This design comes from an exercise in tuning for small area on the open sky130 flow, not from production work. In this exercise RTL edits were held to simulation tests only and were not proved equivalent to the original. Power figures rest on the tool's default switching activity, not on a simulated workload.

File: flow/run.sh
#!/bin/bash
# synth_recipe.tcl (not shown) runs the flow's synth.tcl, then flattens the netlist and writes it again
# the make line also repeats each setting of config.mk as NAME=value (left out here)
make -C /OpenROAD-flow-scripts/flow DESIGN_CONFIG=/design/flow/config.mk WORK_HOME=/design/flow/orfs CLKGATE_MAP_FILE= SYNTH_SCRIPT=/design/flow/synth_recipe.tcl finish
File: flow/config.mk
export PLATFORM = sky130hd
export DESIGN_NAME = yuv422_to_rgb
export DESIGN_NICKNAME = yuv422_to_rgb
export VERILOG_FILES = /design/flow/design.v
export SDC_FILE = /design/flow/constraint.sdc
export NUM_CORES = 4
export LEC_CHECK = 0
export CAP_MARGIN = 20
export CORE_MARGIN = 2
export CORE_UTILIZATION = 40
export SLEW_MARGIN = 20
export SYNTH_HIERARCHICAL = 1
File: flow/constraint.sdc
create_clock -name core_clock -period 9.0 [get_ports {pclk}]
set_input_delay 1.8000 -clock core_clock [delete_from_list [all_inputs] [get_ports {pclk}]]
set_output_delay 1.8000 -clock core_clock [all_outputs]
set_load 0.01 [all_outputs]
File: flow/design.v
module yuv_terms (
input      [7:0]  U,
input      [7:0]  V,
output     [26:0] t
);
wire t1 = V[1] | V[0];
wire t2 = V[2] | t1;
wire t3 = ~V[0];
wire t4 = (V[3] & t3) | (V[3] & t2) | (t3 & t2);
wire t5 = ~V[1];
wire t6 = (V[4] & t5) | (V[4] & t4) | (t5 & t4);
wire t7 = ~V[2];
wire t8, t9;
fa fa_t8 (.a(V[5]), .b(t7), .c(V[0]), .s(t8), .co(t9));
wire t10 = t8 & t6;
wire t11 = ~V[3];
wire t12, t13;
fa fa_t12 (.a(V[6]), .b(t11), .c(V[1]), .s(t12), .co(t13));
wire t14 = (t9 & t12) | (t9 & t10) | (t12 & t10);
wire t15, t16;
fa fa_t15 (.a(V[7]), .b(V[2]), .c(V[0]), .s(t15), .co(t16));
wire t17 = ~V[4];
wire t18, t19;
fa fa_t18 (.a(t17), .b(t13), .c(t15), .s(t18), .co(t19));
wire t20 = t18 | t14;
wire t21 = ~V[5];
wire t22, t23;
fa fa_t22 (.a(t21), .b(V[3]), .c(V[1]), .s(t22), .co(t23));
wire t24, t25;
fa fa_t24 (.a(t16), .b(t22), .c(t19), .s(t24), .co(t25));
wire t26 = t24 ^ t20;
wire t27 = t24 | t20;
wire t28 = ~V[6];
wire t29, t30;
fa fa_t29 (.a(t28), .b(V[4]), .c(V[2]), .s(t29), .co(t30));
wire t31, t32;
fa fa_t31 (.a(t3), .b(t23), .c(t29), .s(t31), .co(t32));
wire t33, t34;
fa fa_t33 (.a(t31), .b(t25), .c(t27), .s(t33), .co(t34));
wire t35 = ~V[7];
wire t36, t37;
fa fa_t36 (.a(t35), .b(V[5]), .c(V[3]), .s(t36), .co(t37));
wire t38, t39;
fa fa_t38 (.a(t5), .b(t30), .c(t36), .s(t38), .co(t39));
wire t40, t41;
fa fa_t40 (.a(t32), .b(t38), .c(t34), .s(t40), .co(t41));
wire t42, t43;
fa fa_t42 (.a(V[6]), .b(V[4]), .c(t7), .s(t42), .co(t43));
wire t44, t45;
fa fa_t44 (.a(t37), .b(t42), .c(t39), .s(t44), .co(t45));
wire t46, t47;
fa fa_t46 (.a(t44), .b(t41), .c(t40), .s(t46), .co(t47));
wire t48, t49;
fa fa_t48 (.a(V[7]), .b(V[5]), .c(t11), .s(t48), .co(t49));
wire t50, t51;
fa fa_t50 (.a(t43), .b(t48), .c(t45), .s(t50), .co(t51));
wire t52, t53;
fa fa_t52 (.a(t50), .b(t47), .c(t46), .s(t52), .co(t53));
wire t54, t55;
fa fa_t54 (.a(V[6]), .b(t17), .c(t49), .s(t54), .co(t55));
wire t56, t57;
fa fa_t56 (.a(t54), .b(t51), .c(t53), .s(t56), .co(t57));
wire t58, t59;
fa fa_t58 (.a(V[7]), .b(t21), .c(t55), .s(t58), .co(t59));
wire t60, t61;
fa fa_t60 (.a(t58), .b(t57), .c(t56), .s(t60), .co(t61));
wire t62, t63;
fa fa_t62 (.a(t28), .b(t59), .c(t61), .s(t62), .co(t63));
wire t64 = t35 ^ t63 ^ t62;
wire t65 = U[1] | U[0];
wire t66, t67;
fa fa_t66 (.a(U[2]), .b(U[0]), .c(t65), .s(t66), .co(t67));
wire t68, t69;
fa fa_t68 (.a(U[3]), .b(U[1]), .c(t67), .s(t68), .co(t69));
wire t70 = t66 | t68;
wire t71 = ~U[0];
wire t72, t73;
fa fa_t72 (.a(U[4]), .b(U[2]), .c(t71), .s(t72), .co(t73));
wire t74 = (t72 & t69) | (t72 & t70) | (t69 & t70);
wire t75 = ~U[1];
wire t76, t77;
fa fa_t76 (.a(U[5]), .b(U[3]), .c(t75), .s(t76), .co(t77));
wire t78 = (t73 & t76) | (t73 & t74) | (t76 & t74);
wire t79 = ~U[2];
wire t80, t81;
fa fa_t80 (.a(U[6]), .b(U[4]), .c(t79), .s(t80), .co(t81));
wire t82 = (t77 & t80) | (t77 & t78) | (t80 & t78);
wire t83, t84;
fa fa_t83 (.a(U[7]), .b(U[5]), .c(U[0]), .s(t83), .co(t84));
wire t85 = ~U[3];
wire t86, t87;
fa fa_t86 (.a(t85), .b(t81), .c(t83), .s(t86), .co(t87));
wire t88 = t86 | t82;
wire t89 = ~U[4];
wire t90, t91;
fa fa_t90 (.a(U[6]), .b(t89), .c(U[1]), .s(t90), .co(t91));
wire t92, t93;
fa fa_t92 (.a(t84), .b(t90), .c(t87), .s(t92), .co(t93));
wire t94 = t92 | t88;
wire t95 = ~U[5];
wire t96, t97;
fa fa_t96 (.a(U[7]), .b(t95), .c(U[2]), .s(t96), .co(t97));
wire t98, t99;
fa fa_t98 (.a(t91), .b(t96), .c(t93), .s(t98), .co(t99));
wire t100 = t98 ^ t94;
wire t101 = t98 & t94;
wire t102, t103;
fa fa_t102 (.a(U[6]), .b(t85), .c(U[0]), .s(t102), .co(t103));
wire t104 = ~t102;
wire t105, t106;
fa fa_t105 (.a(t97), .b(t104), .c(t99), .s(t105), .co(t106));
wire t107 = t105 ^ t101;
wire t108 = t105 & t101;
wire t109, t110;
fa fa_t109 (.a(U[7]), .b(t89), .c(U[1]), .s(t109), .co(t110));
wire t111 = ~t106;
wire t112, t113;
fa fa_t112 (.a(t103), .b(t109), .c(t111), .s(t112), .co(t113));
wire t114 = t112 ^ t108;
wire t115 = t112 & ~t108;
wire t116, t117;
fa fa_t116 (.a(t95), .b(U[2]), .c(t110), .s(t116), .co(t117));
wire t118, t119;
fa fa_t118 (.a(t116), .b(t113), .c(t115), .s(t118), .co(t119));
wire t120 = ~U[6];
wire t121, t122;
fa fa_t121 (.a(t120), .b(U[3]), .c(t117), .s(t121), .co(t122));
wire t123, t124;
fa fa_t123 (.a(t121), .b(t119), .c(t118), .s(t123), .co(t124));
wire t125 = ~U[7];
wire t126, t127;
fa fa_t126 (.a(t125), .b(U[4]), .c(t122), .s(t126), .co(t127));
wire t128, t129;
fa fa_t128 (.a(t126), .b(t124), .c(t123), .s(t128), .co(t129));
wire t130, t131;
fa fa_t130 (.a(U[5]), .b(t127), .c(t129), .s(t130), .co(t131));
wire t132, t133;
fa fa_t132 (.a(U[6]), .b(t131), .c(t130), .s(t132), .co(t133));
wire t134 = U[7] ^ t133 ^ t132;
wire t135 = U[1] | U[0];
wire t136, t137;
fa fa_t136 (.a(U[2]), .b(U[0]), .c(t135), .s(t136), .co(t137));
wire t138, t139;
fa fa_t138 (.a(U[3]), .b(U[1]), .c(t137), .s(t138), .co(t139));
wire t140 = t136 | t138;
wire t141, t142;
fa fa_t141 (.a(U[4]), .b(U[2]), .c(t71), .s(t141), .co(t142));
wire t143 = (t141 & t139) | (t141 & t140) | (t139 & t140);
wire t144 = V[1] | V[0];
wire t145, t146;
fa fa_t145 (.a(V[2]), .b(V[0]), .c(t144), .s(t145), .co(t146));
wire t147, t148;
fa fa_t147 (.a(V[3]), .b(V[1]), .c(t146), .s(t147), .co(t148));
wire t149 = t145 | t147;
wire t150, t151;
fa fa_t150 (.a(V[4]), .b(V[2]), .c(t148), .s(t150), .co(t151));
wire t152 = t149 | t150;
wire t153, t154;
fa fa_t153 (.a(V[5]), .b(V[3]), .c(V[0]), .s(t153), .co(t154));
wire t155, t156;
fa fa_t155 (.a(t153), .b(t151), .c(t152), .s(t155), .co(t156));
wire t157, t158;
fa fa_t157 (.a(V[6]), .b(V[4]), .c(V[1]), .s(t157), .co(t158));
wire t159, t160;
fa fa_t159 (.a(t154), .b(t157), .c(t156), .s(t159), .co(t160));
wire t161 = t155 | t159;
wire t162, t163;
fa fa_t162 (.a(V[7]), .b(V[5]), .c(V[2]), .s(t162), .co(t163));
wire t164, t165;
fa fa_t164 (.a(t158), .b(t162), .c(t160), .s(t164), .co(t165));
wire t166 = t161 & t164;
wire t167, t168;
fa fa_t167 (.a(V[6]), .b(V[3]), .c(V[0]), .s(t167), .co(t168));
wire t169, t170;
fa fa_t169 (.a(t163), .b(t167), .c(t165), .s(t169), .co(t170));
wire t171 = t166 | t169;
wire t172, t173;
fa fa_t172 (.a(V[7]), .b(V[4]), .c(V[1]), .s(t172), .co(t173));
wire t174, t175;
fa fa_t174 (.a(t168), .b(t172), .c(t170), .s(t174), .co(t175));
wire t176 = t171 & t174;
wire t177, t178;
fa fa_t177 (.a(U[5]), .b(U[3]), .c(V[5]), .s(t177), .co(t178));
wire t179, t180;
fa fa_t179 (.a(U[1]), .b(t7), .c(V[0]), .s(t179), .co(t180));
wire t181, t182;
fa fa_t181 (.a(t173), .b(t142), .c(t177), .s(t181), .co(t182));
wire t183 = ~t179;
wire t184, t185;
fa fa_t184 (.a(t183), .b(t181), .c(t143), .s(t184), .co(t185));
wire t186, t187;
fa fa_t186 (.a(t184), .b(t175), .c(t176), .s(t186), .co(t187));
wire t188, t189;
fa fa_t188 (.a(U[6]), .b(U[4]), .c(V[6]), .s(t188), .co(t189));
wire t190, t191;
fa fa_t190 (.a(U[2]), .b(t11), .c(V[1]), .s(t190), .co(t191));
wire t192 = ~t180;
wire t193, t194;
fa fa_t193 (.a(t178), .b(t192), .c(t188), .s(t193), .co(t194));
wire t195 = ~t190;
wire t196, t197;
fa fa_t196 (.a(t195), .b(t182), .c(t193), .s(t196), .co(t197));
wire t198, t199;
fa fa_t198 (.a(t196), .b(t185), .c(t187), .s(t198), .co(t199));
wire t200, t201;
fa fa_t200 (.a(U[7]), .b(U[5]), .c(V[7]), .s(t200), .co(t201));
wire t202, t203;
fa fa_t202 (.a(U[3]), .b(t17), .c(V[2]), .s(t202), .co(t203));
wire t204 = ~t191;
wire t205, t206;
fa fa_t205 (.a(t189), .b(t204), .c(t200), .s(t205), .co(t206));
wire t207 = ~t202;
wire t208, t209;
fa fa_t208 (.a(t207), .b(t194), .c(t205), .s(t208), .co(t209));
wire t210, t211;
fa fa_t210 (.a(t197), .b(t208), .c(t199), .s(t210), .co(t211));
wire t212 = t198 ^ t210;
wire t213 = t198 & t210;
wire t214, t215;
fa fa_t214 (.a(U[6]), .b(t89), .c(V[5]), .s(t214), .co(t215));
wire t216 = ~t201;
wire t217, t218;
fa fa_t217 (.a(V[3]), .b(t216), .c(t203), .s(t217), .co(t218));
wire t219 = ~t217;
wire t220, t221;
fa fa_t220 (.a(t214), .b(t206), .c(t219), .s(t220), .co(t221));
wire t222, t223;
fa fa_t222 (.a(t209), .b(t220), .c(t211), .s(t222), .co(t223));
wire t224 = t213 ^ t222;
wire t225 = t213 | t222;
wire t226, t227;
fa fa_t226 (.a(U[7]), .b(t95), .c(V[6]), .s(t226), .co(t227));
wire t228, t229;
fa fa_t228 (.a(t17), .b(t215), .c(t226), .s(t228), .co(t229));
wire t230 = ~t218;
wire t231, t232;
fa fa_t231 (.a(t230), .b(t228), .c(t221), .s(t231), .co(t232));
wire t233, t234;
fa fa_t233 (.a(t231), .b(t223), .c(t225), .s(t233), .co(t234));
wire t235, t236;
fa fa_t235 (.a(U[6]), .b(t35), .c(V[5]), .s(t235), .co(t236));
wire t237 = ~t235;
wire t238, t239;
fa fa_t238 (.a(t227), .b(t237), .c(t229), .s(t238), .co(t239));
wire t240, t241;
fa fa_t240 (.a(t238), .b(t232), .c(t234), .s(t240), .co(t241));
wire t242, t243;
fa fa_t242 (.a(U[7]), .b(V[6]), .c(t236), .s(t242), .co(t243));
wire t244 = ~t242;
wire t245, t246;
fa fa_t245 (.a(t244), .b(t239), .c(t241), .s(t245), .co(t246));
wire t247 = ~t246;
wire t248, t249;
fa fa_t248 (.a(V[7]), .b(t243), .c(t247), .s(t248), .co(t249));
assign t[0] = t26;
assign t[1] = t33;
assign t[2] = t40;
assign t[3] = t46;
assign t[4] = t52;
assign t[5] = t56;
assign t[6] = t60;
assign t[7] = t62;
assign t[8] = t64;
assign t[9] = t186;
assign t[10] = t198;
assign t[11] = t212;
assign t[12] = t224;
assign t[13] = t233;
assign t[14] = t240;
assign t[15] = t245;
assign t[16] = t248;
assign t[17] = t249;
assign t[18] = t100;
assign t[19] = t107;
assign t[20] = t114;
assign t[21] = t118;
assign t[22] = t123;
assign t[23] = t128;
assign t[24] = t130;
assign t[25] = t132;
assign t[26] = t134;
endmodule
module yuv_to_rgb (
input      [7:0]  y0,
input      [7:0]  y1,
input      [26:0] t,
output     [47:0] rgb
);
wire p1 = y0[0] ^ t[0];
wire p2 = y0[0] & t[0];
wire p3 = ~t[1];
wire p4, p5;
fa fa_p4 (.a(y0[1]), .b(p3), .c(p2), .s(p4), .co(p5));
wire p6, p7;
fa fa_p6 (.a(y0[2]), .b(t[2]), .c(p5), .s(p6), .co(p7));
wire p8, p9;
fa fa_p8 (.a(y0[3]), .b(t[3]), .c(p7), .s(p8), .co(p9));
wire p10 = ~t[4];
wire p11, p12;
fa fa_p11 (.a(y0[4]), .b(p10), .c(p9), .s(p11), .co(p12));
wire p13, p14;
fa fa_p13 (.a(y0[5]), .b(t[5]), .c(p12), .s(p13), .co(p14));
wire p15 = ~t[6];
wire p16, p17;
fa fa_p16 (.a(y0[6]), .b(p15), .c(p14), .s(p16), .co(p17));
wire p18, p19;
fa fa_p18 (.a(y0[7]), .b(t[7]), .c(p17), .s(p18), .co(p19));
wire r_y0_sel = p19 ^ ~t[8];
wire [7:0] r_y0 = {(r_y0_sel ? p19 : p18), (r_y0_sel ? p19 : p16), (r_y0_sel ? p19 : p13), (r_y0_sel ? p19 : p11), (r_y0_sel ? p19 : p8), (r_y0_sel ? p19 : p6), (r_y0_sel ? p19 : p4), (r_y0_sel ? p19 : p1)};
wire p20 = y0[0] ^ t[9];
wire p21 = y0[0] & t[9];
wire p22 = ~t[10];
wire p23, p24;
fa fa_p23 (.a(y0[1]), .b(p22), .c(p21), .s(p23), .co(p24));
wire p25, p26;
fa fa_p25 (.a(y0[2]), .b(t[11]), .c(p24), .s(p25), .co(p26));
wire p27 = ~t[12];
wire p28, p29;
fa fa_p28 (.a(y0[3]), .b(p27), .c(p26), .s(p28), .co(p29));
wire p30, p31;
fa fa_p30 (.a(y0[4]), .b(t[13]), .c(p29), .s(p30), .co(p31));
wire p32, p33;
fa fa_p32 (.a(y0[5]), .b(t[14]), .c(p31), .s(p32), .co(p33));
wire p34, p35;
fa fa_p34 (.a(y0[6]), .b(t[15]), .c(p33), .s(p34), .co(p35));
wire p36 = ~t[16];
wire p37, p38;
fa fa_p37 (.a(y0[7]), .b(p36), .c(p35), .s(p37), .co(p38));
wire g_y0_sel = p38 ^ t[17];
wire [7:0] g_y0 = {(g_y0_sel ? p38 : p37), (g_y0_sel ? p38 : p34), (g_y0_sel ? p38 : p32), (g_y0_sel ? p38 : p30), (g_y0_sel ? p38 : p28), (g_y0_sel ? p38 : p25), (g_y0_sel ? p38 : p23), (g_y0_sel ? p38 : p20)};
wire p39 = y0[0] ^ t[18];
wire p40 = y0[0] & ~t[18];
wire p41 = ~t[19];
wire p42, p43;
fa fa_p42 (.a(y0[1]), .b(p41), .c(p40), .s(p42), .co(p43));
wire p44 = ~t[20];
wire p45, p46;
fa fa_p45 (.a(y0[2]), .b(p44), .c(p43), .s(p45), .co(p46));
wire p47 = ~t[21];
wire p48, p49;
fa fa_p48 (.a(y0[3]), .b(p47), .c(p46), .s(p48), .co(p49));
wire p50 = ~t[22];
wire p51, p52;
fa fa_p51 (.a(y0[4]), .b(p50), .c(p49), .s(p51), .co(p52));
wire p53, p54;
fa fa_p53 (.a(y0[5]), .b(t[23]), .c(p52), .s(p53), .co(p54));
wire p55 = ~t[24];
wire p56, p57;
fa fa_p56 (.a(y0[6]), .b(p55), .c(p54), .s(p56), .co(p57));
wire p58 = ~t[25];
wire p59, p60;
fa fa_p59 (.a(y0[7]), .b(p58), .c(p57), .s(p59), .co(p60));
wire b_y0_sel = p60 ^ t[26];
wire [7:0] b_y0 = {(b_y0_sel ? p60 : p59), (b_y0_sel ? p60 : p56), (b_y0_sel ? p60 : p53), (b_y0_sel ? p60 : p51), (b_y0_sel ? p60 : p48), (b_y0_sel ? p60 : p45), (b_y0_sel ? p60 : p42), (b_y0_sel ? p60 : ~p39)};
wire p61 = y1[0] ^ t[0];
wire p62 = y1[0] & t[0];
wire p63, p64;
fa fa_p63 (.a(y1[1]), .b(p3), .c(p62), .s(p63), .co(p64));
wire p65, p66;
fa fa_p65 (.a(y1[2]), .b(t[2]), .c(p64), .s(p65), .co(p66));
wire p67, p68;
fa fa_p67 (.a(y1[3]), .b(t[3]), .c(p66), .s(p67), .co(p68));
wire p69, p70;
fa fa_p69 (.a(y1[4]), .b(p10), .c(p68), .s(p69), .co(p70));
wire p71, p72;
fa fa_p71 (.a(y1[5]), .b(t[5]), .c(p70), .s(p71), .co(p72));
wire p73, p74;
fa fa_p73 (.a(y1[6]), .b(p15), .c(p72), .s(p73), .co(p74));
wire p75, p76;
fa fa_p75 (.a(y1[7]), .b(t[7]), .c(p74), .s(p75), .co(p76));
wire r_y1_sel = p76 ^ ~t[8];
wire [7:0] r_y1 = {(r_y1_sel ? p76 : p75), (r_y1_sel ? p76 : p73), (r_y1_sel ? p76 : p71), (r_y1_sel ? p76 : p69), (r_y1_sel ? p76 : p67), (r_y1_sel ? p76 : p65), (r_y1_sel ? p76 : p63), (r_y1_sel ? p76 : p61)};
wire p77 = y1[0] ^ t[9];
wire p78 = y1[0] & t[9];
wire p79, p80;
fa fa_p79 (.a(y1[1]), .b(p22), .c(p78), .s(p79), .co(p80));
wire p81, p82;
fa fa_p81 (.a(y1[2]), .b(t[11]), .c(p80), .s(p81), .co(p82));
wire p83, p84;
fa fa_p83 (.a(y1[3]), .b(p27), .c(p82), .s(p83), .co(p84));
wire p85, p86;
fa fa_p85 (.a(y1[4]), .b(t[13]), .c(p84), .s(p85), .co(p86));
wire p87, p88;
fa fa_p87 (.a(y1[5]), .b(t[14]), .c(p86), .s(p87), .co(p88));
wire p89, p90;
fa fa_p89 (.a(y1[6]), .b(t[15]), .c(p88), .s(p89), .co(p90));
wire p91, p92;
fa fa_p91 (.a(y1[7]), .b(p36), .c(p90), .s(p91), .co(p92));
wire g_y1_sel = p92 ^ t[17];
wire [7:0] g_y1 = {(g_y1_sel ? p92 : p91), (g_y1_sel ? p92 : p89), (g_y1_sel ? p92 : p87), (g_y1_sel ? p92 : p85), (g_y1_sel ? p92 : p83), (g_y1_sel ? p92 : p81), (g_y1_sel ? p92 : p79), (g_y1_sel ? p92 : p77)};
wire p93 = y1[0] ^ t[18];
wire p94 = y1[0] & ~t[18];
wire p95, p96;
fa fa_p95 (.a(y1[1]), .b(p41), .c(p94), .s(p95), .co(p96));
wire p97, p98;
fa fa_p97 (.a(y1[2]), .b(p44), .c(p96), .s(p97), .co(p98));
wire p99, p100;
fa fa_p99 (.a(y1[3]), .b(p47), .c(p98), .s(p99), .co(p100));
wire p101, p102;
fa fa_p101 (.a(y1[4]), .b(p50), .c(p100), .s(p101), .co(p102));
wire p103, p104;
fa fa_p103 (.a(y1[5]), .b(t[23]), .c(p102), .s(p103), .co(p104));
wire p105, p106;
fa fa_p105 (.a(y1[6]), .b(p55), .c(p104), .s(p105), .co(p106));
wire p107, p108;
fa fa_p107 (.a(y1[7]), .b(p58), .c(p106), .s(p107), .co(p108));
wire b_y1_sel = p108 ^ t[26];
wire [7:0] b_y1 = {(b_y1_sel ? p108 : p107), (b_y1_sel ? p108 : p105), (b_y1_sel ? p108 : p103), (b_y1_sel ? p108 : p101), (b_y1_sel ? p108 : p99), (b_y1_sel ? p108 : p97), (b_y1_sel ? p108 : p95), (b_y1_sel ? p108 : ~p93)};
assign rgb = {r_y0, g_y0, b_y0, r_y1, g_y1, b_y1};
endmodule
module fa (input a, input b, input c, output s, output co);
assign s  = a ^ b ^ c;
assign co = (a & b) | (a & c) | (b & c);
endmodule
module yuv422_to_rgb (
input             pclk               ,
input             presetn            ,
input      [31:0] paddr              ,
input      [31:0] pwdata             ,
output reg [31:0] prdata             ,
input             pwrite             ,
input             psel               ,
input             penable            ,
output            pslverr            ,
output            pready             ,
output reg        irq                ,
output reg [95:0] rgb_out
);
wire wr_setup  = psel & ~penable &  pwrite;
wire rd_setup  = psel & ~penable & ~pwrite;
wire wr_access = psel &  penable &  pwrite;
reg        cnt_writes;
reg        loaded;      
reg        conv1;       
reg        conv2;       
reg        wr0, wr1;    
reg [15:0] st_y;        
reg [26:0] st_t;        
reg [47:0] pix_mem [0:1];
wire idle = ~loaded & ~conv1 & ~conv2;
assign pready  = 1'b1;
assign pslverr = 1'b0;
always @(posedge pclk or negedge presetn)
	if (~presetn) begin
		cnt_writes <= 1'b0;
		loaded     <= 1'b0;
		conv1      <= 1'b0;
		conv2      <= 1'b0;
		irq        <= 1'b0;
		wr0        <= 1'b0;
		wr1        <= 1'b0;
	end else begin
		if (wr_access) cnt_writes <= ~cnt_writes;
		conv1  <= wr_access & cnt_writes & ~conv1;
		conv2  <= conv1 & ~conv2;
		irq    <= conv2 & ~irq;
		loaded <= loaded ? ~(wr_access & cnt_writes) : (wr_setup & ~conv1 & ~conv2);
		wr0    <= wr_setup & (paddr[7:0] == 8'h10);
		wr1    <= wr_setup & (paddr[7:0] == 8'h14);
	end
wire [26:0] terms;
yuv_terms chroma (.U(pwdata[15:8]), .V(pwdata[31:24]), .t(terms));
always @(posedge pclk) begin
	st_y <= {pwdata[23:16], pwdata[7:0]};
	st_t <= terms;
end
wire [47:0] pix_new;
yuv_to_rgb conv (.y0(st_y[7:0]), .y1(st_y[15:8]), .t(st_t), .rgb(pix_new));
always @(posedge pclk or negedge presetn)
	if (~presetn) begin
		pix_mem[0] <= {2{24'h008800}};
		pix_mem[1] <= {2{24'h008800}};
	end else begin
		if (wr0) pix_mem[0] <= pix_new;
		if (wr1) pix_mem[1] <= pix_new;
	end
always @(posedge pclk or negedge presetn)
	if (~presetn) rgb_out <= 96'd0; else
	if (conv2)    rgb_out <= {pix_mem[0], pix_mem[1]};
reg [23:0] pix;
always @(*)
	case (paddr[3:2])
		2'd0: pix = rgb_out[95:72];
		2'd1: pix = rgb_out[71:48];
		2'd2: pix = rgb_out[47:24];
		default: pix = rgb_out[23:0];
	endcase
always @(posedge pclk or negedge presetn)
	if (~presetn) prdata <= 32'd0; else
	if (rd_setup)
		case (paddr[7:0])
			8'h20: prdata <= {32{idle}};
			8'h30, 8'h34, 8'h38, 8'h3c: prdata <= {pix, 8'd0};
		endcase
endmodule
==> qor.csv, run 1 <==
metric,value,unit
tightest slew margin relative to the limit,29.4,%
"Clk Latency, worst-skew pair",530,ps
Max Buffers Root-to-Sink,3,
routed wire length,31500,um
slew at the pin closest to its max-slew limit,1060,ps
Fillers,3096,
post-CTS setup repair buffer count,0,
"EDFF count, synth",0,
Synth Register Bits,267,
iteration count of the initial detailed-routing pass,7,
global routing's busiest layer,met2,
path type of the worst min-delay path,reg2reg,
switch share,34.4,%
most frequent cells after synthesis,"216 x dfrtp_1, 192 x mux2_2, 133 x fa_1",
number of antenna violations at the first check in global routing,0,
period utilisation layout,97.1,%
upper clock frequency limit,114,MHz
worst-case reg-to-reg path depth,11,
starting density of the core,40.8,%
Vias,8122,
number of DRC markers after the initial detailed-route iteration,420,
Yosys warning total,8,
Worst EP required,9410,ps
final critical-path setup slack,262,ps
floorplan row count,68,
synthesized area per cell,14.1,sq um
Multi-input gate area,6810,sq um
register area share after synthesis,45.8,%
"Net Count, Synth",1216,
post-route cell area,16900,sq um
Detailed Place HPWL,23100,um
clock slew seen by the registers of the worst setup and hold paths,60,ps
H-tree Lvls,1,
instance area after placement,16000,sq um
signal arrival time at the worst endpoint,9150,ps
final setup fails,0,
shortest period the worst path allows,8740,ps
number of buffers inserted during clock tree synthesis,27,
fraction of layout instances using a drive strength above 1,27.2,%
clock tree from TritonCTS,yes,
Synth Cell Area,14100,sq um
sum of negative setup slack,0,ps
post-synthesis async set-or-reset flop share,83.9,%
power dissipated by switching net loads,1.39,mW
placer congestion estimate,0.837,
sequential share of power,36.0,%
depth of the worst hold-timing path,1,
relative contribution of the clock network to total power,26.6,%
Ant. Diodes,0,
main flop type after synthesis,dfrtp_1,
Layout Area Growth over Synthesis,19.8,%
worst setup slack after placement,-630,ps
area share of the largest cell type after synthesis,38.3,%
number of cells in the design after placement,1561,
library cell used as clock root buffer,clkbuf_16,
number of buffer cells added on primary ports,173,
Total Routing Usage GR,17.6,%
Sequential Area,6480,sq um
critical path endpoint category,register,
via density per instance,5.04,
Synth Instances,1002,
Critical Path Source Type,primary input,
tightest hold margin,427,ps
Final Hold Fails,0,
Remaining DRCs,0,
via count of the first global-routing pass,8593,
ratio of total power to cell area,238,nW/um^2
Chip Height,192,um
final max-slew violation count,0,
remaining global-route overflow,0,
max-cap check violation count,0,
largest fanout on the critical path,2,
average wire per standard cell,19.5,um
pin count of the biggest net entering global routing,143,
status,timing/DRC/antenna clean,
first-pass GRT wire length,50100,um
grt met1 use,26.3,%
proportion of power drawn by combinational gates,37.4,%
total power of the final layout,4.03,mW
die span in x,192,um
leakage,7.56,nW
Netlist cell types,49,
maximum vdd drop,0.119,mV
total die area,36800,sq um
register-to-register setup slack,4660,ps
Synth area leaders,"dfrtp_1 38%, fa_1 19%, mux2_2 15%",
Synth area leader,dfrtp_1,
number of clock sinks seen by CTS,267,
met3 Track Usage GR,2.21,%
unrepaired setup endpoints after global routing,false,
worst setup skew after layout,14.5,ps
number of nets at the end of the flow,1350,
number of nets with antenna violations after detailed routing,0,
Final Non-Filler Cells,1612,
core footprint,34600,sq um
critical path start-end classification,in2reg,
Post-Route Utilization,48.9,%
cell with the most instances after synthesis,dfrtp_1,
P_int,2.65,mW
met2 usage,27.7,%
number of top-level design ports,200,
repair_timing:
item	in CTS	in global routing
endpoints found under the setup margin	1	1
hold endpoints to repair	0	0
hold buffers	0	0
resized for setup	2	5
logic make-up after synthesis:
family	count (synthesis)	synth area share, %
and+or+nand+nor	111	3.84
xor gates and xnor gates	5	0.310
muxes	216	19.1
adders and majority gates	161	21.1
buffers and inverters	166	6.10
AOI/OAI and AO/OA	74	3.59
other	2	0.0532
DFF	267	45.8
Yosys stat by module, one instance, submodules excluded:
module	cells inside	copies in the design
yuv422_to_rgb	632	1
fa	1	133
yuv_to_rgb	145	1
yuv_terms	92	1
cell usage in the layout, fill, tap and decap left out, drive strengths merged, types with 2 or more instances in the layout:
master           n
a211oi           2
nand2           38
inv             75
a31oi            2
conb             2
ha              12
nor2b            3
dfstp            8
maj3            16
clkdlybuf4s50  170
mux2           192
o21ai           35
dfrtp          216
nand4           24
xnor2            5
nor3b            2
buf             26
o31ai            2
dfxtp           43
clkbuf          48
mux4            24
a32oi           24
nand3            4
fa             133
nor3             2
nor2            33
o21a             2
path summary, 6_finish.rpt:
path                       startpoint        endpoint
setup / recovery           pwdata[25]        st_t[16]
max in group asynchronous     presetn     rgb_out[60]
hold reg to reg                   irq             irq
min in group asynchronous     presetn             irq
setup reg to reg              st_y[0]  pix_mem[1][34]
hold / removal                    irq             irq
state kept, by name, summed over array words and instances, names as in the netlist, 16 cells and up:
name,count
pix_mem,96
prdata,25
rgb_out,96
st_t,27
st_y,16
worst max-delay path: stages:
cell	delay (ps)
clkdlybuf4s50_1	410
inv_1	90
nand2_1	70
fa_1	390
fa_2	350
fa_1	430
or3_1	340
fa_2	360
fa_2	350
fa_2	350
fa_2	340
fa_1	430
o21a_1	130
fa_2	370
fa_2	360
fa_2	350
fa_1	430
inv_1	70
ha_1	140
inv_1	50
fa_1	380
fa_2	350
fa_1	360
inv_1	70
fa_1	400
power by group through the flow:
| stage | Clock, mW | Combinational (mW) | Sequential (mW) |
|---|---|---|---|
| floorplan | 0 | 1.36 | 1.44 |
| global placement | 0 | 1.49 | 1.47 |
| detailed placement | 0 | 1.52 | 1.48 |
| CTS | 1.10 | 1.53 | 1.45 |
| global route | 1.15 | 1.75 | 1.47 |
| finish | 1.07 | 1.51 | 1.45 |
routing by layer:
metal	vias up	wire length [um]	part of all wire [%]
li1	3666	-	-
met2	184	14700	47
met4	0	414	1.3
met3	38	1400	4.4
met1	4234	15000	48
met5	-	0	0
cell type report:
cell class | count | area share [%]
multi-input cells | 569 | 40.2
clock buffers | 48 | 4.93
inverters | 74 | 1.64
well taps | 455 | 3.36
repair buffers | 197 | 11.4
flip-flops and latches | 267 | 38.3
clock inverters | 2 | 0.103
==> inputs of run 2 (changes only) <==
--- a/flow/design.v
+++ b/flow/design.v
@@ -435,7 +435,6 @@
 reg        conv2;       
 reg        wr0, wr1;    
-reg [15:0] st_y;        
-reg [26:0] st_t;        
-reg [47:0] pix_mem [0:1];
+reg [31:0] yuv_mem [0:1];
+reg [47:0] pix01;       
 wire idle = ~loaded & ~conv1 & ~conv2;
 assign pready  = 1'b1;
@@ -459,30 +458,29 @@
 		wr1    <= wr_setup & (paddr[7:0] == 8'h14);
 	end
-wire [26:0] terms;
-yuv_terms chroma (.U(pwdata[15:8]), .V(pwdata[31:24]), .t(terms));
-always @(posedge pclk) begin
-	st_y <= {pwdata[23:16], pwdata[7:0]};
-	st_t <= terms;
-end
-wire [47:0] pix_new;
-yuv_to_rgb conv (.y0(st_y[7:0]), .y1(st_y[15:8]), .t(st_t), .rgb(pix_new));
 always @(posedge pclk or negedge presetn)
 	if (~presetn) begin
-		pix_mem[0] <= {2{24'h008800}};
-		pix_mem[1] <= {2{24'h008800}};
+		yuv_mem[0] <= 32'd0;
+		yuv_mem[1] <= 32'd0;
 	end else begin
-		if (wr0) pix_mem[0] <= pix_new;
-		if (wr1) pix_mem[1] <= pix_new;
+		if (wr0) yuv_mem[0] <= pwdata;
+		if (wr1) yuv_mem[1] <= pwdata;
 	end
+wire [31:0] cin = conv2 ? yuv_mem[1] : yuv_mem[0];
+wire [26:0] terms;
+wire [47:0] pix;
+yuv_terms chroma (.U(cin[15:8]), .V(cin[31:24]), .t(terms));
+yuv_to_rgb conv (.y0(cin[7:0]), .y1(cin[23:16]), .t(terms), .rgb(pix));
+always @(posedge pclk)
+	pix01 <= pix;
 always @(posedge pclk or negedge presetn)
 	if (~presetn) rgb_out <= 96'd0; else
-	if (conv2)    rgb_out <= {pix_mem[0], pix_mem[1]};
-reg [23:0] pix;
+	if (conv2)    rgb_out <= {pix01, pix};
+reg [23:0] rd_pix;
 always @(*)
 	case (paddr[3:2])
-		2'd0: pix = rgb_out[95:72];
-		2'd1: pix = rgb_out[71:48];
-		2'd2: pix = rgb_out[47:24];
-		default: pix = rgb_out[23:0];
+		2'd0: rd_pix = rgb_out[95:72];
+		2'd1: rd_pix = rgb_out[71:48];
+		2'd2: rd_pix = rgb_out[47:24];
+		default: rd_pix = rgb_out[23:0];
 	endcase
 always @(posedge pclk or negedge presetn)
@@ -491,5 +489,5 @@
 		case (paddr[7:0])
 			8'h20: prdata <= {32{idle}};
-			8'h30, 8'h34, 8'h38, 8'h3c: prdata <= {pix, 8'd0};
+			8'h30, 8'h34, 8'h38, 8'h3c: prdata <= {rd_pix, 8'd0};
 		endcase
 endmodule
--- a/flow/config.mk
+++ b/flow/config.mk
@@ -9,4 +9,5 @@
 export CORE_MARGIN = 2
 export CORE_UTILIZATION = 40
+export CTS_BUF_LIST = sky130_fd_sc_hd__clkbuf_4
 export SLEW_MARGIN = 20
 export SYNTH_HIERARCHICAL = 1
==> qor.csv, run 2 <==
metric,value,unit,change
Synth Register Bits,240,,-10%
period utilisation layout,98.7,%,+1.6 points
average wire per standard cell,18.6,um,-4.6%
Total Routing Usage GR,18.1,%,+0.53 points
shortest period the worst path allows,8880,ps,+145 ps
Synth area leader,dfrtp_1,,
slew at the pin closest to its max-slew limit,1130,ps,+79.4 ps
number of cells in the design after placement,1530,,-2.0%
"commonest non-fill, non-tap cell in the layout",dfrtp_1,,
Worst EP required,9510,ps,+100 ps
number of buffers inserted during clock tree synthesis,67,,+150%
number of buffer cells added on primary ports,173,,unchanged
first-pass GRT wire length,49800,um,-0.67%
Most Frequent Cell on Critical Path,fa_2,,
"EDFF count, synth",0,,unchanged
Chip Height,187,um,-2.5%
ratio of total power to cell area,233,nW/um^2,-2.4%
library cell used as clock root buffer,clkbuf_4,,
clock tree from TritonCTS,yes,,
placer congestion estimate,0.865,,+3.3%
"Net Count, Synth",1191,,-2.1%
Synth Instances,977,,-2.5%
Synth Cell Area,13400,sq um,-5.0%
total die area,35000,sq um,-4.9%
Layout Area Growth over Synthesis,22.1,%,
Synth area leaders,"dfrtp_1 36%, fa_1 20%, mux2_2 16%",,
total power of the final layout,3.81,mW,-5.5%
relative contribution of the clock network to total power,26.5,%,about the same
Netlist cell types,48,,-2.0%
max reg flops,96,,
upper clock frequency limit,113,MHz,-1.6%
signal arrival time at the worst endpoint,9390,ps,+240 ps
register area share after synthesis,42.9,%,-2.9 points
worst min-delay path startpoint,irq,,
path type of the worst min-delay path,reg2reg,,
critical path start-end classification,reg2reg,,
status,timing/DRC/antenna clean,,
unrepaired setup endpoints after global routing,true,,
most frequent cells after synthesis,"192 x dfrtp_1, 192 x mux2_2, 133 x fa_1",,
number of top-level design ports,200,,unchanged
remaining global-route overflow,0,,unchanged
Final Non-Filler Cells,1654,,+2.6%
CP Buf/Inv Count,6,,+1
Critical Path Source Type,register,,
final setup fails,0,,unchanged
post-synthesis async set-or-reset flop share,80.0,%,-3.9 points
pin count of the biggest net entering global routing,126,,-12%
power dissipated by switching net loads,1.21,mW,-13%
depth of the worst hold-timing path,1,,unchanged
worst-case reg-to-reg path depth,31,,+20
via count of the first global-routing pass,8758,,+1.9%
number of nets at the end of the flow,1367,,+1.3%
reg-to-reg startpoint,conv2,,
starting density of the core,40.3,%,-0.45 points
via density per instance,4.97,,-1.4%
worst setup skew after layout,52.4,ps,+37.8 ps
P_int,2.61,mW,-1.6%
maximum vdd drop,0.0876,mV,-26%
"Clk Latency, worst-skew pair",650,ps,+120 ps
Vias,8218,,+1.2%
proportion of power drawn by combinational gates,34.4,%,-3.0 points
sequential share of power,39.1,%,+3.1 points
tightest slew margin relative to the limit,24.4,%,-5.1 points
number of DRC markers after the initial detailed-route iteration,384,,-8.6%
largest fanout on the critical path,5,,+3
synthesized area per cell,13.7,sq um,-2.5%
routed wire length,30800,um,-2.1%
area share of the largest cell type after synthesis,35.8,%,-2.5 points
final max-slew violation count,0,,unchanged
number of clock sinks seen by CTS,240,,-10%
number of nets with antenna violations after detailed routing,0,,unchanged
Remaining DRCs,0,,unchanged
floorplan row count,67,,-1.5%
critical path's slowest cell,dfrtp_4,,
worst stage delay on the critical path,520,ps,+90 ps
Detailed Place HPWL,22900,um,-0.64%
register-to-register setup slack,120,ps,-4540 ps
main flop type after synthesis,dfrtp_1,,
Top Registers,"rgb_out x96, yuv_mem x64, pix01 x48",,
max-cap check violation count,0,,unchanged
register name with the most flops,rgb_out,,
core footprint,33300,sq um,-3.9%
clock slew seen by the registers of the worst setup and hold paths,60,ps,about the same
die span in x,187,um,-2.5%
number of antenna violations at the first check in global routing,1,,+1
hold endpoint,irq,,
R2R Path End,rgb_out[39],,
most frequent cells in the layout,"191 x dfrtp_1, 185 x mux2_2, 171 x clkdlybuf4s50_1",,
Worst path top cell family by delay,adder cells,,
switch share,31.7,%,-2.7 points
leakage,7.40,nW,-2.2%
Yosys warning total,8,,unchanged
Max Buffers Root-to-Sink,3,,unchanged
fraction of layout instances using a drive strength above 1,34.0,%,+6.8 points
H-tree Lvls,3,,+2
iteration count of the initial detailed-routing pass,4,,-3
Fillers,3030,,-2.1%
critical path endpoint category,register,,
Final Hold Fails,0,,unchanged
run 2: how the worst max path moves through the flow:
stage	depth (start not counted)	startpoint	endpoint	slack (ps)
2_1_floorplan	34	conv2	rgb_out[9]	-60
3_3_place_gp	29	conv2	rgb_out[33]	30
3_5_place_dp	31	conv2	rgb_out[39]	-80
4_1_cts	27	conv2	rgb_out[12]	20
5_1_grt	29	conv2	rgb_out[11]	-140
6_report	31	conv2	rgb_out[39]	120
run 2: metal layers:
layer	vias up	GRT usage, %	share of wire (%)
met4	0	5.13	1.5
met2	206	28.8	48
met1	4244	25.0	45
met3	42	4.22	4.9
met5	-	0	0
li1	3726	-	-
run 2: what timing repair did:
action	4_1_cts	5_1_grt
endpoints found under the setup margin	8	16
hold buffers	0	0
pin swaps	0	3
gates resized for setup	5	7
buffers inserted	1	1
run 2: Yosys stat by module, one instance, submodules excluded:
module / cells inside / flip-flops and latches
yuv_terms: 92 / 0
fa: 1 / 0
yuv422_to_rgb: 607 / 240
yuv_to_rgb: 145 / 0
run 2: final cells by class:
type	count	area [sq um]	area share, %
multi-input cells	569	6910	42.2
flip-flops and latches	240	5770	35.2
repair buffers	201	1970	12.0
clock buffers	106	796	4.85
well taps	448	561	3.42
inverters	74	283	1.73
clock inverters	15	97.6	0.595
diodes	1	2.50	0.0153
run 2: logic make-up after synthesis:
logic type	share of synthesized area [%]
DFF	42.9
muxes	20.1
buffers and inverters	6.50
adders and majority gates	22.2
and+or+nand+nor	4.04
AOI/OAI and AO/OA	3.77
xor gates and xnor gates	0.326
other	0.0559
run 2: stage by stage:
stage / TNS, ps / hold WS (ps) / util (%) / setup slack [ps] / cell area (sq um)
2_1_floorplan: -190 / 439 / - / -57.0 / 13600
5_1_grt: -1510 / 448 / 49.3 / -137 / 16400
3_3_place_gp: 0 / 423 / 46.4 / 25.0 / 15400
6_report: 0 / 421 / 49.3 / 117 / 16400
4_1_cts: 0 / 425 / 49.1 / 17.8 / 16400
3_5_place_dp: -288 / 422 / 46.4 / -84.0 / 15400
run 2: worst reg2reg max path: cells and delay by family, from the launching register on:
| kind | cells | cell delay, ps |
|---|---|---|
| AOI/OAI and AO/OA | 2 | 210 |
| adders and majority gates | 18 | 6450 |
| buffers and inverters | 6 | 520 |
| DFF | 1 | 520 |
| muxes | 2 | 610 |
| and+or+nand+nor | 3 | 490 |
run 2: power by group through the flow:
stage          Clock [mW]  Sequential, mW  Combinational [mW]
2_1_floorplan           0            1.53               0.763
3_3_place_gp            0            1.51                1.29
3_5_place_dp            0            1.51                1.31
4_1_cts              1.05            1.49                1.32
5_1_grt              1.11            1.52                1.43
6_report             1.01            1.49                1.31
==> inputs of run 3 (changes only) <==
--- a/flow/config.mk
+++ b/flow/config.mk
@@ -9,5 +9,4 @@
 export CORE_MARGIN = 2
 export CORE_UTILIZATION = 40
-export CTS_BUF_LIST = sky130_fd_sc_hd__clkbuf_4
 export SLEW_MARGIN = 20
 export SYNTH_HIERARCHICAL = 1
==> qor.csv, run 3 <==
metric,value,unit,change
status,timing/DRC/antenna clean,,
max reg flops,96,,unchanged
capturing instance or port of the critical path,rgb_out[9],,
Top Registers,"rgb_out x96, yuv_mem x64, pix01 x48",,
Worst EP required,9410,ps,-100 ps
worst setup skew after layout,11.7,ps,-40.7 ps
average wire per standard cell,19.4,um,+4.1%
die span in x,187,um,unchanged
instance area after placement,15400,sq um,unchanged
number of clock sinks seen by CTS,240,,unchanged
library cell used as clock root buffer,clkbuf_16,,
upper clock frequency limit,112,MHz,-0.22%
switch share,30.7,%,-0.98 points
Yosys warning total,8,,unchanged
remaining global-route overflow,0,,unchanged
number of buffers inserted during clock tree synthesis,26,,-61%
ratio of total power to cell area,239,nW/um^2,+2.6%
worst setup slack after placement,-84.0,ps,unchanged
synthesized area per cell,13.7,sq um,unchanged
Remaining DRCs,0,,unchanged
placer congestion estimate,0.865,,unchanged
Synth Instances,977,,unchanged
total power of the final layout,3.92,mW,+2.8%
unrepaired setup endpoints after global routing,true,,
Total Routing Usage GR,17.8,%,-0.34 points
number of cells in the design after placement,1530,,unchanged
Final Non-Filler Cells,1579,,-4.5%
area share of the largest cell type after synthesis,35.8,%,unchanged
first-pass GRT wire length,49300,um,-1.1%
"Clk Latency, worst-skew pair",530,ps,-120 ps
most frequent cells after synthesis,"192 x dfrtp_1, 192 x mux2_2, 133 x fa_1",,
"EDFF count, synth",0,,unchanged
main flop type after synthesis,dfrtp_1,,
Final Hold Fails,0,,unchanged
Detailed Place HPWL,22900,um,unchanged
worst stage delay on the critical path,510,ps,about the same
shortest period the worst path allows,8900,ps,+19.6 ps
register name with the most flops,rgb_out,,
path type of the worst min-delay path,reg2reg,,
floorplan row count,67,,unchanged
critical path endpoint category,register,,
register area share after synthesis,42.9,%,unchanged
period utilisation layout,98.9,%,+0.22 points
signal arrival time at the worst endpoint,9310,ps,-80 ps
tightest hold margin,422,ps,+1.23 ps
number of top-level design ports,200,,unchanged
starting density of the core,40.3,%,unchanged
post-route cell area,16400,sq um,+0.24%
number of DRC markers after the initial detailed-route iteration,441,,+15%
R2R Path End,rgb_out[9],,
reg-to-reg startpoint,conv2,,
number of nets with antenna violations after detailed routing,0,,unchanged
critical path start-end classification,reg2reg,,
Synth Register Bits,240,,unchanged
via density per instance,5.08,,+2.3%
final max-slew violation count,0,,unchanged
register-to-register setup slack,100,ps,-20 ps
iteration count of the initial detailed-routing pass,4,,unchanged
Netlist cell types,48,,unchanged
via count of the first global-routing pass,8425,,-3.8%
post-synthesis async set-or-reset flop share,80.0,%,unchanged
Max Buffers Root-to-Sink,3,,unchanged
sequential share of power,38.0,%,-1.1 points
Layout Area Growth over Synthesis,22.4,%,
number of buffer cells added on primary ports,173,,unchanged
Fillers,2965,,-2.1%
Synth area leader,dfrtp_1,,
critical path's slowest cell,dfrtp_4,,
Critical Path Source Type,register,,
"commonest non-fill, non-tap cell in the layout",dfrtp_1,,
final setup fails,0,,unchanged
pin count of the biggest net entering global routing,126,,unchanged
leakage,7.31,nW,-1.2%
Vias,8023,,-2.4%
Ant. Diodes,0,,-1
Post-Route Utilization,49.4,%,+0.12 points
Most Frequent Cell on Critical Path,fa_2,,
maximum vdd drop,0.136,mV,+55%
tightest slew margin relative to the limit,27.0,%,+2.7 points
power dissipated by switching net loads,1.20,mW,-0.37%
total die area,35000,sq um,unchanged
number of nets at the end of the flow,1325,,-3.1%
max-cap check violation count,0,,unchanged
sum of negative setup slack,0,ps,unchanged
clock slew seen by the registers of the worst setup and hold paths,60,ps,about the same
P_int,2.72,mW,+4.3%
worst-case reg-to-reg path depth,29,,-6.5%
slew at the pin closest to its max-slew limit,1090,ps,-40.1 ps
"Net Count, Synth",1191,,unchanged
most frequent cells in the layout,"191 x dfrtp_1, 182 x mux2_2, 171 x clkdlybuf4s50_1",,
number of antenna violations at the first check in global routing,0,,-1
Setup crit start,conv2,,
routed wire length,30600,um,-0.62%
fraction of layout instances using a drive strength above 1,30.4,%,-3.6 points
Synth Cell Area,13400,sq um,unchanged
core footprint,33300,sq um,unchanged
H-tree Lvls,1,,-2
Chip Height,187,um,unchanged
largest fanout on the critical path,14,,+9
final critical-path setup slack,97.9,ps,-19.6 ps
clock tree from TritonCTS,yes,,
relative contribution of the clock network to total power,28.0,%,+1.5 points
proportion of power drawn by combinational gates,34.0,%,-0.4 points
Synth area leaders,"dfrtp_1 36%, fa_1 20%, mux2_2 16%",,
[run 3: cell types whose count changed in the layout (fill, tap and decap cells not counted), sizes merged]
cell	previous run	this run
buf	30	29
diode	1	0
bufinv	1	2
clkinvlp	1	2
clkbuf	106	42
clkinv	11	2
inv	76	74
[run 3: worst min-delay path by stage]
stage	cells after the start	to	startpoint
6_report	1	irq	irq
5_1_grt	1	irq	irq
4_1_cts	1	irq	irq
3_5_place_dp	1	irq	irq
3_3_place_gp	1	irq	irq
2_1_floorplan	1	rgb_out[48]	pix01[0]
[run 3: repair_timing]
| item | 4_1_cts | 5_1_grt |
|---|---|---|
| setup buffers | 1 | 0 |
| setup endpoints to repair | 7 | 17 |
| hold buffers | 0 | 0 |
| pin swaps | 0 | 3 |
| resized for setup | 5 | 19 |
[run 3: per-layer routing]
metal | part of all wire (%) | global-route usage (%)
met1 | 46 | 25.5
met2 | 48 | 28.8
met3 | 4.7 | 2.80
met4 | 1.5 | 3.79
met5 | 0 | 0
[run 3: cell families (layout without fill, tap and decap cells)]
group / after synthesis / in the layout / synth area share (%)
DFF: 240 / 240 / 42.9
muxes: 216 / 216 / 20.1
AOI/OAI and AO/OA: 74 / 74 / 3.77
and+or+nand+nor: 111 / 111 / 4.04
buffers and inverters: 168 / 322 / 6.50
xor gates and xnor gates: 5 / 5 / 0.326
adders and majority gates: 161 / 161 / 22.2
other: 2 / 2 / 0.0559
[run 3: critical path: cells and delay by family (launching register included)]
family / cells / cell delay (ps)
compound gates: 2 / 250
flops: 1 / 510
fa+ha+maj: 18 / 6570
buf+inv: 4 / 340
simple gates: 3 / 480
mux: 2 / 640
[run 3: cell type report]
class                      count  area, sq um  area share, %
clock buffer                  42          801           4.87
sequential                   240         5770           35.1
clock inverter                 6         96.3          0.586
timing repair buffer         200         1960           11.9
inverter                      74          283           1.72
multi-input combinational    569         6960           42.4
tap                          448          561           3.41
[run 3: per-module statistics from Yosys, one instance, submodules excluded]
module	cell area, sq um	times used	cells inside	flip-flops and latches
yuv_terms	573	1	92	0
yuv422_to_rgb	9380	1	607	240
fa	20.0	133	1	0
yuv_to_rgb	806	1	145	0
[run 3: power groups by stage]
stage          registers (mW)  logic (mW)  clock network [mW]
3_5_place_dp             1.51        1.31                   0
5_1_grt                  1.52        1.45                1.17
4_1_cts                  1.49        1.32                1.12
2_1_floorplan            1.53       0.763                   0
3_3_place_gp             1.51        1.29                   0
6_report                 1.49        1.33                1.10
==> inputs of run 4 (changes only) <==
--- a/flow/config.mk
+++ b/flow/config.mk
@@ -9,4 +9,5 @@
 export CORE_MARGIN = 2
 export CORE_UTILIZATION = 40
+export CTS_BUF_LIST = sky130_fd_sc_hd__clkbuf_2
 export SLEW_MARGIN = 20
 export SYNTH_HIERARCHICAL = 1
==> qor.csv, run 4 <==
metric,value,unit,change
dominant combinational cell family by area after synthesis,adder cells,,
slew at the pin closest to its max-slew limit,1100,ps,+6.27 ps
remaining global-route overflow,0,,unchanged
pin count of the biggest net entering global routing,126,,unchanged
post-route cell area,16100,sq um,-2.0%
number of nets at the end of the flow,1366,,+3.1%
Synth Register Bits,240,,unchanged
final max-slew violation count,0,,unchanged
CP Buf/Inv Count,6,,+2
Fillers,3044,,+2.7%
number of clock sinks seen by CTS,240,,unchanged
via density per instance,4.98,,-1.9%
Synth Area in Simple Gates,4.04,%,unchanged
starting density of the core,40.3,%,unchanged
number of antenna violations at the first check in global routing,1,,+1
total power of the final layout,3.56,mW,-9.2%
shortest period the worst path allows,8890,ps,-15.3 ps
Synth Instances,977,,unchanged
sum of negative setup slack,0,ps,unchanged
switch share,34.1,%,+3.4 points
signal arrival time at the worst endpoint,9590,ps,+280 ps
via count of the first global-routing pass,8753,,+3.9%
fraction of layout instances using a drive strength above 1,34.2,%,+3.8 points
leakage,7.33,nW,+0.28%
H-tree Lvls,3,,+2
tightest hold margin,407,ps,-15.4 ps
main flop type after synthesis,dfrtp_1,,
final critical-path setup slack,113,ps,+15.3 ps
post-synthesis async set-or-reset flop share,80.0,%,unchanged
status,timing/DRC/antenna clean,,
Final Hold Fails,0,,unchanged
power dissipated by switching net loads,1.21,mW,+0.80%
period utilisation layout,98.7,%,-0.17 points
Synth Cell Area,13400,sq um,unchanged
number of DRC markers after the initial detailed-route iteration,380,,-14%
core footprint,33300,sq um,unchanged
largest fanout on the critical path,5,,-9
number of nets with antenna violations after detailed routing,0,,unchanged
synthesized area per cell,13.7,sq um,unchanged
Top Registers,"rgb_out x96, yuv_mem x64, pix01 x48",,
first-pass GRT wire length,49700,um,+0.98%
Post-Route Utilization,48.4,%,-1.0 points
number of buffers inserted during clock tree synthesis,66,,+150%
worst setup skew after layout,97.3,ps,+85.7 ps
Multi-input gate area,6930,sq um,-0.49%
tightest slew margin relative to the limit,26.6,%,-0.42 points
proportion of power drawn by combinational gates,37.1,%,+3.1 points
Yosys warning total,8,,unchanged
Synth area leaders,"dfrtp_1 36%, fa_1 20%, mux2_2 16%",,
most frequent cells in the layout,"191 x dfrtp_1, 183 x mux2_2, 171 x clkdlybuf4s50_1",,
path type of the worst min-delay path,reg2reg,,
Most Frequent Cell on Critical Path,fa_2,,
max reg flops,96,,unchanged
number of cells in the design after placement,1530,,unchanged
instance area after placement,15400,sq um,unchanged
"commonest non-fill, non-tap cell in the layout",dfrtp_1,,
Chip Height,187,um,unchanged
relative contribution of the clock network to total power,21.2,%,-6.8 points
critical path endpoint category,register,,
Final Non-Filler Cells,1650,,+4.5%
number of hold buffers added after CTS,0,,unchanged
P_int,2.35,mW,-14%
Netlist cell types,48,,unchanged
worst stage delay on the critical path,530,ps,+20 ps
"EDFF count, synth",0,,unchanged
"Net Count, Synth",1191,,unchanged
Worst path top cell family by delay,adder cells,,
register area share after synthesis,42.9,%,unchanged
clock slew seen by the registers of the worst setup and hold paths,100,ps,+40 ps
critical path start-end classification,reg2reg,,
mux cell area share after synthesis,20.1,%,unchanged
upper clock frequency limit,113,MHz,+0.17%
Max Buffers Root-to-Sink,3,,unchanged
number of buffer cells added on primary ports,173,,unchanged
Detailed Place HPWL,22900,um,unchanged
area share of the largest cell type after synthesis,35.8,%,unchanged
floorplan row count,67,,unchanged
clock tree from TritonCTS,yes,,
post-synthesis adder-cell area fraction,22.2,%,unchanged
critical path's slowest cell,dfrtp_4,,
"Clk Latency, worst-skew pair",830,ps,+300 ps
Synth area leader,dfrtp_1,,
ratio of total power to cell area,221,nW/um^2,-7.3%
most frequent cells after synthesis,"192 x dfrtp_1, 192 x mux2_2, 133 x fa_1",,
total die area,35000,sq um,unchanged
sequential share of power,41.7,%,+3.7 points
Layout Area Growth over Synthesis,19.9,%,
Worst EP required,9700,ps,+290 ps
Synth Area in Compound Gates,3.77,%,unchanged
Critical Path Source Type,register,,
max-cap check violation count,0,,unchanged
library cell used as clock root buffer,clkbuf_2,,
Remaining DRCs,0,,unchanged
Sequential Area,5770,sq um,unchanged
Total Routing Usage GR,18.2,%,+0.37 points
placer congestion estimate,0.865,,unchanged
register name with the most flops,rgb_out,,
routed wire length,31000,um,+1.2%
iteration count of the initial detailed-routing pass,4,,unchanged
average wire per standard cell,18.8,um,-3.2%
Synth Area in XOR/XNOR,0.326,%,unchanged
maximum vdd drop,0.0813,mV,-40%
die span in x,187,um,unchanged
number of top-level design ports,200,,unchanged
Vias,8225,,+2.5%
unrepaired setup endpoints after global routing,true,,
worst setup slack after placement,-84.0,ps,unchanged
final setup fails,0,,unchanged
run 4: cell types whose count changed in the layout (fill, tap and decap cells not counted), moves of 3 or more:
cell | previous run | this run
clkinv_1 | 0 | 5
clkbuf_1 | 7 | 0
clkbuf_2 | 0 | 104
o21ai_1 | 10 | 13
clkbuf_8 | 9 | 0
clkbuf_16 | 26 | 0
run 4: repair_timing:
item / in CTS / in global routing
gates resized for setup: 5 / 12
setup buffers: 1 / 1
gates cloned: 0 / 0
setup endpoints to repair: 8 / 16
pin swaps: 0 / 3
run 4: cell type report:
cell class | instances | area share (%)
timing repair buffer | 201 | 12.2
sequential | 240 | 35.8
antenna | 2 | 0.0311
multi-input combinational | 569 | 43.0
clock buffer | 104 | 3.23
tap | 448 | 3.48
inverter | 74 | 1.76
clock inverter | 12 | 0.396
run 4: worst reg2reg max path: cells and delay by family (launching register included):
kind                     cells  cell delay [ps]
flip-flops                   1              530
AO/OA/AOI/OAI                2              210
adder cells (fa/ha/maj)     18             6450
multiplexers                 2              610
buffers and inverters        6              520
AND/OR/NAND/NOR              3              500
run 4: power groups by stage:
stage	Combinational (mW)	Sequential, mW	Clock [mW]
floorplan	0.763	1.53	0
global placement	1.29	1.51	0
detailed placement	1.31	1.51	0
CTS	1.32	1.49	0.789
global route	1.44	1.52	0.850
finish	1.32	1.49	0.753
run 4: path summary, 6_finish.rpt:
path	startpoint	slack, ps	end	cells after the start
worst max-delay path	conv2	110	rgb_out[39]	31
worst min-delay path	pix01[5]	410	rgb_out[53]	1
min in group asynchronous	presetn	1060	prdata[25]	1
worst max register to register	conv2	110	rgb_out[39]	31
max in group asynchronous	presetn	6310	irq	2
worst min register to register	pix01[5]	410	rgb_out[53]	1
run 4: cells by family after synthesis:
| logic type | count (synthesis) |
|---|---|
| DFF | 240 |
| muxes | 216 |
| buffers and inverters | 168 |
| adders and majority gates | 161 |
| and+or+nand+nor | 111 |
| AOI/OAI and AO/OA | 74 |
| xor gates and xnor gates | 5 |
| other | 2 |
run 4: modules after synthesis (local to each module, per instance):
module | area, sq um | cells inside
yuv_terms | 573 | 92
yuv_to_rgb | 806 | 145
fa | 20.0 | 1
yuv422_to_rgb | 9380 | 607
run 4: routing by layer:
metal  wire [um]  global-route usage, %  vias up  part of all wire, %
li1            -                      -     3709                    -
met1       14000                   24.8     4240                   45
met2       14800                   28.9      226                   48
met3        1770                   4.35       50                  5.7
met4         505                   5.49        0                  1.6
met5           0                      0        -                    0

[what the ideal ports hide]
The flow's constraints put no driver on any port. The routed layouts listed below were extracted and timed again, unchanged, in two steps.
Step 1 sets driving cells, clkbuf_16 on the clock port and buf_2 on the other inputs (assumed; they add their load-dependent delay and slew).
Step 2, shift: input delay + t, output delay - t, t = (earliest + latest rising clock arrival at the registers) / 2. This alone moves slack from input paths to output paths.
a / b / c = no drivers / after step 1 / after step 2; a / b = the first two.
run | t (ns) | setup slack, ns | hold slack, ns | worst setup path at the end | slew at the worst register clock pin (ns)
run 1 | 0.579 | 0.262 / 0.291 / -0.288 | 0.427 / 0.427 / 0.427 | input to register | 0.07 / 0.07
run 2 | 0.663 | 0.117 / 0.117 / 0.117 | 0.421 / 0.421 / 0.421 | register to register | 0.08 / 0.08
run 3 | 0.575 | 0.098 / 0.098 / 0.098 | 0.422 / 0.422 / 0.422 | register to register | 0.07 / 0.07
run 4 | 0.830 | 0.113 / 0.113 / 0.113 | 0.407 / 0.407 / 0.407 | register to register | 0.11 / 0.11
With both steps, setup timing fails in run 1, where it was met with ideal ports. For run 1, which loses most, drivers alone change the setup slack by +0.029 ns; drivers and shift together by -0.550 ns.
